From an optimization exercise on the open Yosys and OpenROAD flow, aimed at small area, a short achievable clock period and few clock cycles; shortcuts taken in it are not production practice.
In this exercise RTL edits were held to simulation tests only and were not proved equivalent to the original.
Power and IR drop assume default switching activity.

==> flow/design.v <==
`timescale 1ns/10ps
module LBP ( clk, reset, gray_addr, gray_req, gray_ready, gray_data, lbp_addr, lbp_valid, lbp_data, finish);
input   	clk;
input   	reset;
output  reg [13:0] 	gray_addr;
output   reg gray_req;
input   	gray_ready;
input   [7:0] 	gray_data;
output reg [13:0] 	lbp_addr;
output  reg	lbp_valid;
output  reg [7:0]lbp_data;
output  reg	finish;
reg [2:0]cur_st;
reg [2:0]next_st;
parameter  IDLE=3'd0,ADDR_DETERMINED=3'd1,READ_3=3'd2,READ_9=3'd3,WRITE=3'd4,FINISH=3'd5;
reg [7:0]buff0;
reg [7:0]buff1;
reg [7:0]buff2;
reg [7:0]buff3;
reg [7:0]buff5;
reg [7:0]buff6;
reg [7:0]buff7;
reg [7:0]buff8;
reg [7:0]CENTRAL_DATA; 
reg [13:0]out_addr;
reg [4:0]counter;
always@(posedge clk or posedge reset)begin
    if(reset)
        cur_st<=IDLE;
    else
        cur_st<=next_st;
end
always @(*) begin
    case(cur_st)
        IDLE:next_st=(~gray_ready)?IDLE:ADDR_DETERMINED;
        ADDR_DETERMINED:next_st=(out_addr[6:0]==1)?READ_9:READ_3;
        READ_3:next_st=(counter==3)?WRITE:READ_3;
        READ_9:next_st=(counter==9)?WRITE:READ_9;
        WRITE:next_st=(out_addr<16255)?ADDR_DETERMINED:FINISH;
        FINISH:next_st=FINISH;
        default:next_st=IDLE;
    endcase
end
always@(*)begin   
    case(cur_st)
    READ_9:gray_req=(counter<=9)?1:0;
    READ_3:gray_req=(counter<=3)?1:0;
    default:gray_req=1'b0;
    endcase
end
always @(posedge clk ) begin
    case(cur_st)
        IDLE:out_addr<=129;
        WRITE:out_addr<=out_addr+1;
    endcase
end
always @(posedge clk) begin
    case (cur_st)
        READ_9:begin
             if(counter==9)
                counter<=0;
             else
                counter<=counter+1;
        end 
        READ_3:begin
            if(counter==3)
                counter<=0;
             else
                counter<=counter+1;
        end
        default:  counter<=0;
    endcase
end
always@(*)begin
    case (cur_st)
        READ_9:begin
            case (counter)
                1:gray_addr=out_addr-129;
                2:gray_addr=out_addr-128;
                3:gray_addr=out_addr-127;
                4:gray_addr=out_addr-1;
                5:gray_addr=out_addr;
                6:gray_addr=out_addr+1;
                7:gray_addr=out_addr+127;
                8:gray_addr=out_addr+128;
                9:gray_addr=out_addr+129;
                default:gray_addr=0;
             endcase
            end
        READ_3:begin
            case (counter)
               1:gray_addr=out_addr-127; 
               2:gray_addr=out_addr+1;
               3:gray_addr=out_addr+129;
                default:gray_addr=0;
            endcase
               end
        default:gray_addr=0;
    endcase
end
always @(posedge clk) begin 
    case (cur_st)
        READ_3: begin
            case(counter)
            1:begin
                buff0<=buff1;
                buff1<=buff2;
                buff2<=gray_data;
            end
            2:begin
                buff3<=CENTRAL_DATA;
                CENTRAL_DATA<=buff5;
                buff5<=gray_data;
            end
            3:begin
                buff6<=buff7;
                buff7<=buff8;
                buff8<=gray_data;
            end
            endcase
        end
        READ_9: begin
            case (counter)
                1:buff0<=gray_data;
                2:buff1<=gray_data;
                3:buff2<=gray_data;
                4:buff3<=gray_data;
                5:CENTRAL_DATA<=gray_data;
                6:buff5<=gray_data;
                7:buff6<=gray_data;
                8:buff7<=gray_data;
                9:buff8<=gray_data;
            endcase
        end
    endcase
end
always@(posedge clk)begin
    case(cur_st)
    WRITE:lbp_valid<=1'b1;
    default:lbp_valid<=1'b0;
    endcase
end
always @(posedge clk) begin
    if(cur_st==WRITE)
        lbp_addr<=out_addr;
end
always@(posedge clk)begin
    case (cur_st)
        WRITE: begin
            if((out_addr[6:0]==0)||(out_addr[6:0]==127)) 
                lbp_data<=8'b0;
            else begin
            lbp_data[0]<=(buff0>=CENTRAL_DATA);
            lbp_data[1]<=(buff1>=CENTRAL_DATA);
            lbp_data[2]<=(buff2>=CENTRAL_DATA);
            lbp_data[3]<=(buff3>=CENTRAL_DATA);
            lbp_data[4]<=(buff5>=CENTRAL_DATA);
            lbp_data[5]<=(buff6>=CENTRAL_DATA);
            lbp_data[6]<=(buff7>=CENTRAL_DATA);
            lbp_data[7]<=(buff8>=CENTRAL_DATA);
            end
        end
        default:lbp_data<=0;
    endcase
end
always @(*) begin
    if(cur_st==FINISH)
        finish=1;
    else
        finish=0;
end
endmodule
==> flow/run.sh <==
#!/bin/bash
# synth_recipe.tcl (not shown) runs the flow's synth.tcl, then flattens the netlist and writes it again
# the make line also repeats each setting of config.mk as NAME=value (left out here)
make -C /OpenROAD-flow-scripts/flow DESIGN_CONFIG=/design/flow/config.mk WORK_HOME=/design/flow/orfs CLKGATE_MAP_FILE= SYNTH_SCRIPT=/design/flow/synth_recipe.tcl finish
==> flow/config.mk <==
export PLATFORM = sky130hd
export DESIGN_NAME = LBP
export DESIGN_NICKNAME = LBP
export VERILOG_FILES = /design/flow/design.v
export SDC_FILE = /design/flow/constraint.sdc
export NUM_CORES = 4
export LEC_CHECK = 0
export CAP_MARGIN = 20
export CORE_MARGIN = 2
export CORE_UTILIZATION = 40
export SLEW_MARGIN = 20
==> flow/constraint.sdc <==
create_clock -name core_clock -period 4.5 [get_ports {clk}]
set_input_delay 0.9000 -clock core_clock [delete_from_list [all_inputs] [get_ports {clk}]]
set_output_delay 0.9000 -clock core_clock [all_outputs]
set_load 0.01 [all_outputs]
==> notes.md <==
STA:
- The number of slew-limit violations in the final report is 0.
- The setup total negative slack is 0 ns.
- Setup violations remaining at the end of the flow were counted as 0.
- Timing would allow up to 232 MHz.
- Once routing completed, OpenROAD measured the worst setup slack at 0.189 ns.
- The final clock period utilization by the worst path is 0.958.
- Setup repair after global routing left no endpoint under its margin.
- The minimum clock period is 4.31 ns.
- The number of hold-slack violations in the final timing report was 0.
- The worst max-slew margin expressed relative to the limit is 0.362.
- The slew at the pin closest to its max-slew limit is 0.956 ns.
- Across the routed clock network, the largest skew measured is 0.00778 ns.

Synthesis:
- The area fraction in compound gates after synthesis is 0.181.
- For this run, the number of Yosys warnings is 1.
- By area, the combinational part of the netlist is dominated by compound AO/OA/AOI/OAI gates.
- The top flip-flop cell by instance count after synthesis is edfxtp_1.
- The cell area that synthesis handed to floorplanning was 7880 um2.
- After synthesis, the mean cell area works out to 9.82 um2.
- The synthesized netlist net count is 897.
- Of the total synthesized cell area, the portion taken by full adders, half adders and majority gates is 0.138.
- The synthesized design contains 100 enable-type register cells.
- The portion of netlist area occupied by mux cells is 0.00540.
- The simple-gate share of the synthesized area is 0.176.
- Counting flops with an async set or reset pin after synthesis yields a share of 0.0256.
- In this run, distinct cell masters in the synthesized netlist total 80.
- The post-synthesis cell count is 802.
- In this run, synthesis produced a sequential element count of 117.
- The fraction of synthesized cell area in xor and xnor cells is 0.0356.
- The part of the Yosys area used for sequential elements is 0.426.

Die:
- After floorplanning, the core was divided into 51 placement rows.
- The die covers 20,800 um2.
- The horizontal die dimension is 144 um.
- The core area is 19,400 um2.
- The overall die height is 144 um.
- During I/O placement, the number of pins put on the boundary was 50.
- The initial core utilization is 0.406.

Routing:
- The count of nets left with antenna violations after detail routing is 0.
- The routed wire length on met2 is 9.10 mm.
- The total iterations of the first detailed-routing run is 5.
- The count of unresolved DRC violations after routing is 0.
- Using the TritonRoute via totals, the vias-per-cell ratio works out to 5.50.
- The total via count in the routed design is 6,305.
- After detailed routing, no signal wire sits above met4.
- Summed over all nets, wire length on met3 after detailed routing comes to 1.11 mm.
- For this block, the initial DRC count from the detailed router was 480.
- The length of routed wiring on met1 is 9.85 mm.
- For this block, the routed nets add up to 20.5 mm of wire.
- The detailed-route wire length per cell is 17.9 um.

Global routing:
- The first global-routing pass estimated 32.1 mm of wire.
- In the global route stage, overall resource usage came out at 0.204.
- Entering global routing, the biggest net connects 37 pins.
- The number of global-route vias before repair is 5,783.
- The initial antenna violation count came to 0.
- The global-route congestion overflow total is 0.

Clock network:
- The H-tree generated during clock tree synthesis spans 4 levels.
- TritonCTS built the clock tree.
- In this run, CTS created clock tree buffers numbering 17.
- After clock tree synthesis, the clock-pin slew on the worst setup and hold paths is 0.06 ns.
- The tree is rooted in a clkbuf_16.
- The insertion delay to the later sink of the worst-skew pair is 0.41 ns.
- The total clock sinks is 117.
- The clock passes through at most 2 buffers.

Setup path:
- The data required time of the critical path is 3.60 ns.
- By startpoint and endpoint, the worst setup path is classified as flip-flop to output port.
- Data on the critical path arrives at its endpoint at 3.41 ns.
- The critical path goes through inv_1 > ha_2 > and4bb_4 > inv_4 > ha_2 > a21o_1 > a221oi_1 > a21oi_1 > a21oi_1 > a41oi_1 > a221o_1 > clkdlybuf4s50_1.
- Along the worst path, the maximum fanout reaches 6.
- The highest-delay cell along the critical path is clkdlybuf4s50_1.
- The type of origin of the critical path is a flip-flop.
- In this design, the stage delay of the slowest critical-path cell is 0.48 ns.
- The kind of capture point of the worst setup path is an output port.

Power:
- The power consumption is 2.62 mW.
- The static leakage is 3.70 nW.
- Dividing total power by cell area gives a power density of 277 nW/um2.
- The worst vdd rail ir drop is 0.267 mV.

Layout:
- Compared with the post-synthesis result, the final layout area differs by 20.1%.
- For this run, the post-layout net count is 963.
- The ratio of cells with drive above 1 in the final layout is 0.117.
- The antenna cell count is 0.
- Excluding fillers, the count of instances in the completed layout stands at 1,146.

Placement:
- The number of I/O port buffers is 49.
- The count of placed standard cells including taps is 1,111.
- The HPWL after detailed placement is 15.2 mm.
- The global placer's final weighted congestion is 0.976.
- OpenSTA, run right after detailed placement, puts the worst setup slack at 0.381 ns.

Flow run:
- The total of max-cap violations is 0.

Run status:
- The run finished with no timing, DRC or antenna violations.

Min path:
- The class of the tightest hold or removal check is flip-flop to flip-flop.
[sequential cells by signal, indices dropped and copies added (netlist names)]
name,cells
CENTRAL_DATA,8
buff0,8
buff1,8
buff2,8
buff3,8
buff5,8
buff6,8
buff7,8
buff8,8
counter,5
cur_st,3
lbp_addr,14
lbp_data,8
lbp_valid,1
out_addr,14
[per-layer routing]
layer  GRT usage  up-vias
li1            -     3111
met1       0.296     2941
met2       0.305      213
met3      0.0427       40
met4      0.0639        0
met5           0        -
[where the power goes]
| group | internal (mW) | switching, mW | leakage, nW |
|---|---|---|---|
| Clock | 0.902 | 0.537 | 0.306 |
| Sequential | 1.16 | 0 | 1.01 |
| Combinational | 0.00801 | 0.00760 | 2.38 |
[cells by family after synthesis]
group,Yosys count
and+or+nand+nor,282
AOI/OAI and AO/OA,215
DFF,117
adders and majority gates,87
buffers and inverters,66
xor gates and xnor gates,32
muxes,3
[worst paths after layout]
path	cells after the start	slack, ns	to	from
worst max-delay path	12	0.19	gray_addr[13]	counter[0]
worst min-delay path	1	0.46	counter[0]	counter[0]
worst max register to register	6	1.95	cur_st[2]	cur_st[0]
worst min register to register	1	0.46	counter[0]	counter[0]
max in group asynchronous	2	3.66	cur_st[0]	reset
min in group asynchronous	2	0.68	cur_st[2]	reset
[worst max-delay path: cells and delay by family (launching register included)]
| family | cells | cell delay [ns] |
|---|---|---|
| adder cells (fa/ha/maj) | 2 | 0.52 |
| AO/OA/AOI/OAI | 6 | 1.19 |
| flip-flops | 1 | 0.34 |
| AND/OR/NAND/NOR | 1 | 0.30 |
| buffers and inverters | 3 | 0.66 |
[synth_stat cells (3+ instances only)]
master | instances | share of area
o21a_1 | 11 | 0.010
xnor2_1 | 20 | 0.022
dfxtp_1 | 14 | 0.036
nor2b_1 | 3 | 0.0024
o2bb2ai_1 | 4 | 0.0044
ha_1 | 83 | 0.13
nor4_1 | 3 | 0.0024
o21ai_1 | 7 | 0.0044
a221oi_1 | 5 | 0.0056
a21o_1 | 27 | 0.026
maj3_1 | 3 | 0.0038
a21oi_1 | 50 | 0.032
nor3_1 | 13 | 0.0083
o31ai_1 | 3 | 0.0029
nand2b_1 | 11 | 0.0087
o311ai_0 | 3 | 0.0033
nand3_1 | 24 | 0.015
or3_1 | 3 | 0.0024
dfrtp_1 | 3 | 0.0095
buf_4 | 6 | 0.0057
xor2_1 | 12 | 0.013
o21ai_0 | 47 | 0.030
nand2_1 | 136 | 0.065
and2_1 | 3 | 0.0024
nor2_1 | 52 | 0.025
a211oi_1 | 6 | 0.0057
nor3b_1 | 3 | 0.0029
o211ai_1 | 8 | 0.0076
o22ai_1 | 6 | 0.0048
edfxtp_1 | 100 | 0.38
clkbuf_1 | 16 | 0.0076
inv_1 | 28 | 0.013
and3_1 | 5 | 0.0040
buf_2 | 12 | 0.0076
a31oi_1 | 8 | 0.0064
and4_1 | 3 | 0.0033
[final cells by class]
cell class,count,area [um2]
fillers,1816,9940
multi-input cells,619,4260
flip-flops and latches,117,3370
repair buffers,84,753
clock buffers,18,439
well taps,265,332
clock inverters,14,190
inverters,29,111
[placed cells by master (no fill, tap or decap), drive strengths merged, types with 26 or more instances in the layout]
cell type,n
nand2,136
edfxtp,100
ha,83
o21ai,54
nor2,53
a21oi,50
clkdlybuf4s50,49
buf,35
inv,34
a21o,27
nand3,26
[per-stage QoR]
| stage | utilization | hold WS (ns) | instance area, um2 |
|---|---|---|---|
| floorplan | - | 0.421 | 7880 |
| global placement | 0.451 | 0.480 | 8760 |
| detailed placement | 0.451 | 0.484 | 8760 |
| CTS | 0.484 | 0.467 | 9390 |
| global route | 0.487 | 0.490 | 9450 |
| finish | 0.487 | 0.463 | 9450 |
[repair_timing]
action,in CTS,in global routing
hold buffers,0,0
pin swaps,0,0
setup endpoints to repair,4,4
gates resized for setup,3,15
buffers inserted,1,2
Testbench counts, summed over its fixed seeds: cycles 780,152.

## re-timing with driven ports
No port has a modelled driver above. Below, the same layout with a new extraction and two added sets of constraints. Step 1, drivers: a clkbuf_16 drives clk and a buf_2 each remaining input, both assumed. Step 2, shift: input delay + t, output delay - t, t = (earliest + latest rising clock arrival at the registers) / 2. This alone moves slack from input paths to output paths. Three values: no drivers, after step 1, after step 2; two values: the first two.
t (ns): 0.455
slack for setup (ns): 0.189 / 0.142 / 0.597
worst setup path at the end: register to output
clock arrival spread, ns: 0.008 / 0.008
worst slew at a driven data input, ns: 0.04
After both steps setup and hold are still met in this run. The setup slack of this run moves by -0.047 ns with the drivers and by +0.408 ns with both steps.
